Source: an optimization exercise on an open RTL-to-GDS flow (aim: small area, a short achievable clock period and few clock cycles). Production flows keep margins and buffers that such runs may drop.
Only simulation tests tie the RTL to the original design; equivalence was not proved.
Power and IR-drop figures of this design are not reliable: the tool's default activity estimate is inflated in some of its runs.

job 7308:
==> flow/design.v (excerpt) <==
module kalman_fsm_3d #(
    parameter DATA_WIDTH = 32,
    parameter K_SCALED = 137
)(
    input  wire clk,
    input  wire rst,
    input  wire start,
    input  wire signed [DATA_WIDTH-1:0] z_in_x,
    input  wire signed [DATA_WIDTH-1:0] z_in_y,
    input  wire signed [DATA_WIDTH-1:0] z_in_z,
    output reg signed [DATA_WIDTH-1:0] x_out_x,
    output reg signed [DATA_WIDTH-1:0] x_out_y,
    output reg signed [DATA_WIDTH-1:0] x_out_z,
    output reg done
);
For scale: ~3300 cells after synthesis.
Settings: LEC_CHECK=0, CAP_MARGIN=20, CORE_MARGIN=2, CORE_UTILIZATION=40, CTS_BUF_LIST=sky130_fd_sc_hd__clkbuf_4 sky130_fd_sc_hd__clkbuf_8, PLACE_DENSITY=0.6, SETUP_SLACK_MARGIN=2, SLEW_MARGIN=20; clock period 10.0 ns.
standard.sh (not shown) runs the stock make flow with config.mk's settings and CLKGATE_MAP_FILE= SYNTH_SCRIPT=/design/flow/synth_recipe.tcl, a recipe that flattens the netlist after the stock synthesis.
==> flow/flow/run.sh <==
#!/bin/bash
# The standard layout (the standard.sh: ORFS synthesis to finish, all
# settings from config.mk), except that the port buffers that global
# placement inserts on every input and output are the smallest buffer
# (buf_1) instead of the cell buffer_ports picks by default
# (clkdlybuf4s50_1, a delay cell).  Every port is still buffered.
# ORFS writes each tool's log under orfs/logs/; make's own output goes to
# standard.log here.
set -euo pipefail
export BUFFER_PORTS_ARGS="-buffer_cell sky130_fd_sc_hd__buf_1"
bash standard.sh > standard.log 2>&1
Testbench counts of job 7308, summed over its fixed seeds: cycles 4,088.
## Diff of input files: job 2132 against job 7308
Settings: setting GPL_TIMING_DRIVEN to 1 for the first time; removing CTS_BUF_LIST (formerly sky130_fd_sc_hd__clkbuf_4 sky130_fd_sc_hd__clkbuf_8); setting TNS_END_PERCENT to 100 for the first time.
[summary]
[job 2132] total power rose 0.94 mW relative to job 7308. Compared with job 7308, job 2132 shows a higher final worst-path setup slack. Between job 2132 and job 7308, the met2 layer wire length in the routed design does not differ in any meaningful way. Job 2132 vs job 7308 — final clock period utilization by the worst path dropped 1.3 points. As of job 2132, switching power of the nets had risen slightly compared to job 7308. Of job 2132 and job 7308, it is job 2132 that has the higher number of cells on the worst reg-to-reg path. Startpoint of the worst setup timing path: z_in_y[5] -> job 7308, z_in_y[6] -> job 2132. Job 2132 gives more area of all placed cells without fillers than job 7308 did. Compare job 7308 and job 2132 | sum of routed wire segments on met1 higher: job 7308.
[inputs] job 2380 vs job 2132
Settings: changing SETUP_SLACK_MARGIN from 2 to 4; removing TNS_END_PERCENT (formerly 100); removing GPL_TIMING_DRIVEN (formerly 1).
## What came out
Timing, DRC, antenna: 0 failures across job 2132 and job 2380. Job 2380: via count of the first global-routing pass higher than job 2132. Diff job 2132 -> job 2380: register share of the cell area now sits lower; layout clock buffer count now sits higher; total DRC errors in the routed layout now sits at about the same level. Compared to job 2132, job 2380 has synthesis-to-layout area growth 9.6 points higher. Any difference in met3 layer usage reported by global route between job 2380 and job 2132 is small enough to ignore. Changes observed in job 2380 relative to job 2132: data-path buffer share of cell area in the final layout grew by 3.3 points; setup slack grew by 0.032 ns. Job 2380 against job 2132: areal power density over the cells up 27%, multi-input gate share of total cell area down 1.1 points.
For job 5770, these inputs were changed with respect to job 2380:
Settings: SETUP_SLACK_MARGIN: 4 -> 2.
## What came out
Job 5770 has completed all stages; timing, DRC and antenna checks passed. Job 2380 finished all stages; the layout is clean. Relative to job 2380, job 5770 improves HPWL after detailed placement. Delta (job 5770 minus job 2380): pin count of the biggest net entering global routing has increased, power share of the clock group rose 0.2 points, count of clock-buffer cells in the layout lost 13%, via density per instance decreased by 0.021 relative to the old numbers.

========
Another version of the RTL of kalman_fsm_3d (not shown whole).
Size in the first run: roughly 3,300 cells after synthesis, roughly 190 flip-flops, ~0.030 mm^2 of cells after synthesis.
==> flow/config.mk <==
export PLATFORM = sky130hd
export DESIGN_NAME = kalman_fsm_3d
export DESIGN_NICKNAME = kalman_fsm_3d
export VERILOG_FILES = /design/flow/design.v
export SDC_FILE = /design/flow/constraint.sdc
export NUM_CORES = 4
export LEC_CHECK = 0
export CAP_MARGIN = 20
export CORE_MARGIN = 2
export CORE_UTILIZATION = 40
export PLACE_DENSITY = 0.6
export SETUP_SLACK_MARGIN = 2.0
export SLEW_MARGIN = 20
==> flow/constraint.sdc <==
create_clock -name core_clock -period 10.0 [get_ports {clk}]
set_input_delay 2.0000 -clock core_clock [delete_from_list [all_inputs] [get_ports {clk}]]
set_output_delay 2.0000 -clock core_clock [all_outputs]
set_load 0.01 [all_outputs]
Scripts as last shown in full above: flow/flow/run.sh
The starting point produced a clean layout.
Testbench counts at the start, summed over its fixed seeds: cycles 4,088.
Change:
==> flow/run.sh (new file) <==
#!/bin/bash
# synth_recipe.tcl (not shown) runs the flow's synth.tcl, then flattens the netlist and writes it again
# the make line also repeats each setting of config.mk as NAME=value (left out here)
make -C /OpenROAD-flow-scripts/flow DESIGN_CONFIG=/design/flow/config.mk WORK_HOME=/design/flow/orfs CLKGATE_MAP_FILE= SYNTH_SCRIPT=/design/flow/synth_recipe.tcl finish
- SETUP_SLACK_MARGIN: 2.0 -> unset
removed: flow/flow/run.sh
removed: flow/standard.sh
Fmax decreases by 13%.
Clock skew falls by 4.6 ps.
Combinational power came out lower by about 15%.
Change:
- ABC_CLOCK_PERIOD_IN_PS: unset -> 6000
After rerunning:
- The new run went through all stages and came out clean
- first-iteration DRC count is unchanged
- combinational power hardly moves
- wire length is unchanged
- design area is unchanged
- core utilization is unchanged
- clock-buffer cell count does not change
- critical path depth is unchanged

========
RTL: one of the versions met above, not the one the previous note started from.
Size in the first run: ~3300 cells after synthesis, about 200 I/O pins, about 30000 µm² of cells after synthesis.
Settings: LEC_CHECK=0, CAP_MARGIN=20, CORE_MARGIN=2, CORE_UTILIZATION=40, PLACE_DENSITY=0.5, SETUP_SLACK_MARGIN=2, SLEW_MARGIN=20; clock period 10.0 ns.
==> flow/flow/run.sh <==
#!/bin/bash
# The standard layout (the standard.sh: ORFS synthesis to finish, all
# settings from config.mk), except that the port buffers that global
# placement inserts on every input and output are the smallest buffer
# (buf_1) instead of the cell buffer_ports picks by default
# (clkdlybuf4s50_1, a delay cell).  Every port is still buffered.
# ORFS writes each tool's log under orfs/logs/; make's own output goes to
# standard.log here.
set -euo pipefail
export BUFFER_PORTS_ARGS="-buffer_cell sky130_fd_sc_hd__buf_1"
bash standard.sh > standard.log 2>&1
Testbench counts at the start, summed over its fixed seeds: cycles 4,088.
Rerun with:
PLACE_DENSITY = 0.6   (was 0.5)
SETUP_SLACK_MARGIN = 2.25   (was 2)
Result: The changed run completed with no timing, DRC or antenna violations. Sequential share of layout area decreases by 0.20 points. Setup slack gets better by 0.15 ns. Combinational power grows by about 4%. Wire length falls by 2.4%. Via count goes down by 0.36%. Cell area came out higher by about 1.6%. Worst hold slack degrades by 0.012 ns. Die area is unchanged. Power goes up by 3.1%. Fmax went up by about 2%.
Rerun with:
PLACE_DENSITY = 0.75   (was 0.6)
SETUP_SLACK_MARGIN = 2   (was 2.25)
Power falls by 2.2%.
Combinational power falls by about 3%.
Sequential power barely changes.
Rerun with:
PLACE_DENSITY = 0.6   (was 0.75)
SETUP_SLACK_MARGIN = 1.5   (was 2)
What happened: Sequential share of layout area is higher by 0.47 points; routed wire length is lower by about 3.4%; synthesized cell count stays the same; power is lower by about 9%; first-iteration DRC count is lower by about 1.8%; global-route usage is lower by 0.19 points; count of clock-buffer cells in the layout is higher by 1; cell count is lower by about 1%; area after synthesis stays the same; design area is lower by about 3.6%.

========
Setup of build 38:
Starting RTL as in the previous note.
Design kalman_fsm_3d, start of the top module:
module kalman_fsm_3d #(
    parameter DATA_WIDTH = 32,
    parameter K_SCALED = 137
)(
    input  wire clk,
    input  wire rst,
    input  wire start,
    input  wire signed [DATA_WIDTH-1:0] z_in_x,
    input  wire signed [DATA_WIDTH-1:0] z_in_y,
    input  wire signed [DATA_WIDTH-1:0] z_in_z,
    output reg signed [DATA_WIDTH-1:0] x_out_x,
    output reg signed [DATA_WIDTH-1:0] x_out_y,
    output reg signed [DATA_WIDTH-1:0] x_out_z,
    output reg done
);
    reg [31:0] x_state_x, x_state_y, x_state_z;
    reg [31:0] xp_x, xp_y, xp_z;
    wire [31:0] xpn_x, xpn_y, xpn_z;
    wire [31:0] xn_x, xn_y, xn_z;
    kalman_axis ax (.x(x_state_x), .z(z_in_x), .xp(xp_x),
                    .xp_next(xpn_x), .x_new(xn_x));
    kalman_axis ay (.x(x_state_y), .z(z_in_y), .xp(xp_y),
                    .xp_next(xpn_y), .x_new(xn_y));
    kalman_axis az (.x(x_state_z), .z(z_in_z), .xp(xp_z),
                    .xp_next(xpn_z), .x_new(xn_z));
    always @(posedge clk or posedge rst) begin
        if (rst) begin
            xp_x <= 0;
            xp_y <= 0;
            xp_z <= 0;
  ...
clock: 10.0 ns
lec_check: 0
cap_margin: 0
core_margin: 2
core_utilization: 40
place_density: 0.6
setup_slack_margin: 2
slew_margin: 0
Scripts as last shown in full above: flow/flow/run.sh
Build 38 completed every stage of the flow, and the final layout passed the timing, DRC and antenna checks.
Testbench counts of build 38, summed over its fixed seeds: cycles 4,088.
The following lists how build 4 was set up differently from build 38:
diff --git a/flow/config.mk b/flow/config.mk
--- a/flow/config.mk
+++ b/flow/config.mk
@@ -7,3 +7,3 @@
 export LEC_CHECK = 0
-export CAP_MARGIN = 0
+export CAP_MARGIN = 20
 export CORE_MARGIN = 2
@@ -11,3 +11,3 @@
 export PLACE_DENSITY = 0.6
-export SETUP_SLACK_MARGIN = 2
-export SLEW_MARGIN = 0
+export SETUP_SLACK_MARGIN = 3
+export SLEW_MARGIN = 20
==> notes.md <==
The sequential power number comes out higher for build 4 vs build 38.
Compare build 38 and build 4 | power consumed by combinational cells lower: build 38
Utilization was lower in the run labelled build 38.
In the metrics for build 38 and build 4, the one carrying the lower net count reported at finish is build 38.
Global-route usage over all layers for build 4: 1.0 points up relative to build 38
Clock buffer count: build 38 and build 4 compared, higher one is build 4
Of build 38 and build 4, the run reporting the lower critical path depth was build 38.
Going from build 38 to build 4, total power now sits higher; non-clock buffer count now sits higher; net switching power now sits higher.
--- input diff build 4..build 96 ---
diff --git a/flow/config.mk b/flow/config.mk
--- a/flow/config.mk
+++ b/flow/config.mk
@@ -11,3 +11,3 @@
 export PLACE_DENSITY = 0.6
-export SETUP_SLACK_MARGIN = 3
+export SETUP_SLACK_MARGIN = 1.75
 export SLEW_MARGIN = 20
Results
Part of the power in the clock network of build 4 is on par with build 96.
Between build 4 and build 96, the difference in clock skew is negligible.
[build 96 vs build 4] total power: lower in build 96
Comparing build 4 and build 96, the lower final critical-path share of the clock period is on build 4.
From build 4 to build 96 the numbers moved as follows: sequential share of layout area increased 1.0 points, worst setup slack after layout decreased 0.10 ns, time the final worst path needs with I/O delays and setup increased 0.10 ns.
Setup changes, build 96 to build 47
diff --git a/flow/config.mk b/flow/config.mk
--- a/flow/config.mk
+++ b/flow/config.mk
@@ -9,5 +9,5 @@
 export CORE_MARGIN = 2
-export CORE_UTILIZATION = 40
-export PLACE_DENSITY = 0.6
-export SETUP_SLACK_MARGIN = 1.75
+export CORE_UTILIZATION = 60
+export PLACE_DENSITY = 0.75
+export SETUP_SLACK_MARGIN = 2
 export SLEW_MARGIN = 20
Notes after the runs:
Relative to build 96, the die area measured on build 47 has decreased by more than a quarter. Logic gate share of total power for build 47: 0.3 points up relative to build 96. Build 47 vs build 96 on final HPWL from detailed placement: build 47 is the lower one. Against build 96 as the reference, build 47 delivers a lower number of antenna cells inserted. | number of cells after detailed placement | higher: build 96 |. Placer congestion estimate: build 47 vs build 96 up 4.9%. The number of buffers outside the clock class in the layout in build 47 is 1.12 times that in build 96. Against build 96, build 47 reports a final clock period utilization by the worst path that is lower. Measured against each other, build 96 and build 47 differ in filler-free cell count of the finished design, the lower figure coming from build 47. Comparing the two runs side by side, build 47 comes out behind build 96 on total power.

========
Setup of job 5326:
Another version of the RTL of kalman_fsm_3d (not shown whole).
For scale: ~3000 cells after synthesis.
clock: 10.0 ns
lec_check: 0
cap_margin: 20
core_margin: 2
core_utilization: 40
place_density: 0.6
setup_slack_margin: 2
slew_margin: 20
Scripts as last shown in full above: flow/flow/run.sh
Testbench counts of job 5326, summed over its fixed seeds: cycles 4,088.
Here is what was changed in the inputs of job 6857 compared with job 5326.
Settings: SETUP_SLACK_MARGIN: 2 -> 0.
[summary]
- Summary of job 6857 over job 5326: filler cell count in the final layout went up by 416; final weighted congestion of routability-driven global placement now smaller; relative area of non-clock buffer cells in the final design went down by 5.1 points.
- Job 6857 against job 5326; maximum frequency is down by more than 10%.
- Comparing job 6857 and job 5326, the lower area added between synthesis and finish is on job 6857.
- Total wirelength of the detailed-routed design: job 6857 better than job 5326
- Clock-cell share of area essentially unchanged between job 5326 and job 6857.
- Going from job 5326 to job 6857, the global-route wire length before repair was found to have gone down by 8.6%.
- Job 6857 ended up with a lower worst hold slack than job 5326 did.
- Compared job 6857 vs job 5326, and part of the cycle the worst path needs is up in job 6857.
- Final cell count, job 6857 and job 5326, lower one = job 6857.

re-timing with driven ports:
No port has a modelled driver above. Below, the same layouts with a new extraction and two added sets of constraints.
Step 1 (the two cells are an assumption about what drives the block):
set clk [get_ports {clk}]
set_driving_cell -lib_cell sky130_fd_sc_hd__clkbuf_16 $clk
set_driving_cell -lib_cell sky130_fd_sc_hd__buf_2 [delete_from_list [all_inputs] $clk]
Step 2 times the ports against the registers' clock, not the clock port: input delays grow and output delays shrink by t, the midpoint of the rising clock arrivals with the driver on.
Three values: ideal, step 1, step 2; two values: the first two.
run | shift t [ns] | slack for setup (ns) | hold slack, ns | worst setup path after step 2 | latest minus earliest clock arrival (ns)
job 7308 | 0.617 | 1.947 / 1.983 / 1.366 | 0.500 / 0.500 / 0.500 | input to register | 0.027 / 0.027
job 2132 | 0.534 | 2.079 / 2.115 / 1.582 | 0.491 / 0.491 / 0.491 | input to register | 0.019 / 0.019
job 2380 | 0.552 | 2.111 / 2.148 / 1.596 | 0.485 / 0.485 / 0.485 | input to register | 0.018 / 0.017
job 5770 | 0.534 | 2.079 / 2.115 / 1.582 | 0.491 / 0.491 / 0.491 | input to register | 0.019 / 0.019
the first run of note 2 | 0.555 | 1.899 / 1.927 / 1.372 | 0.489 / 0.489 / 0.489 | input to register | 0.019 / 0.020
the second run of note 2 | 0.522 | 0.703 / 0.730 / 0.208 | 0.495 / 0.495 / 0.495 | input to register | 0.016 / 0.016
the third run of note 2 | 0.522 | 0.703 / 0.730 / 0.208 | 0.495 / 0.495 / 0.495 | input to register | 0.016 / 0.016
the first run of note 3 | 0.543 | 2.077 / 2.117 / 1.574 | 0.496 / 0.496 / 0.496 | input to register | 0.020 / 0.020
the second run of note 3 | 0.554 | 2.229 / 2.270 / 1.715 | 0.484 / 0.484 / 0.484 | input to register | 0.021 / 0.021
the third run of note 3 | 0.543 | 1.948 / 1.981 / 1.438 | 0.495 / 0.495 / 0.495 | input to register | 0.013 / 0.014
the fourth run of note 3 | 0.550 | 1.781 / 1.820 / 1.269 | 0.481 / 0.481 / 0.481 | input to register | 0.015 / 0.015
build 38 | 0.534 | 2.079 / 2.115 / 1.582 | 0.491 / 0.491 / 0.491 | input to register | 0.019 / 0.019
build 4 | 0.546 | 2.073 / 2.109 / 1.564 | 0.483 / 0.483 / 0.483 | input to register | 0.020 / 0.021
build 96 | 0.547 | 1.972 / 2.006 / 1.459 | 0.481 / 0.481 / 0.481 | input to register | 0.015 / 0.016
build 47 | 0.514 | 2.034 / 2.058 / 1.544 | 0.484 / 0.484 / 0.484 | input to register | 0.017 / 0.018
job 5326 | 0.565 | 1.734 / 1.734 / 1.245 | 0.545 / 0.545 / 0.545 | input to register | 0.018 / 0.018
job 6857 | 0.563 | 0.653 / 0.653 / 0.308 | 0.525 / 0.525 / 0.525 | input to register | 0.015 / 0.016
After both steps every run listed still meets setup and hold. The setup slack of job 7308, which loses most, moves by +0.036 ns with the drivers and by -0.581 ns with both steps.
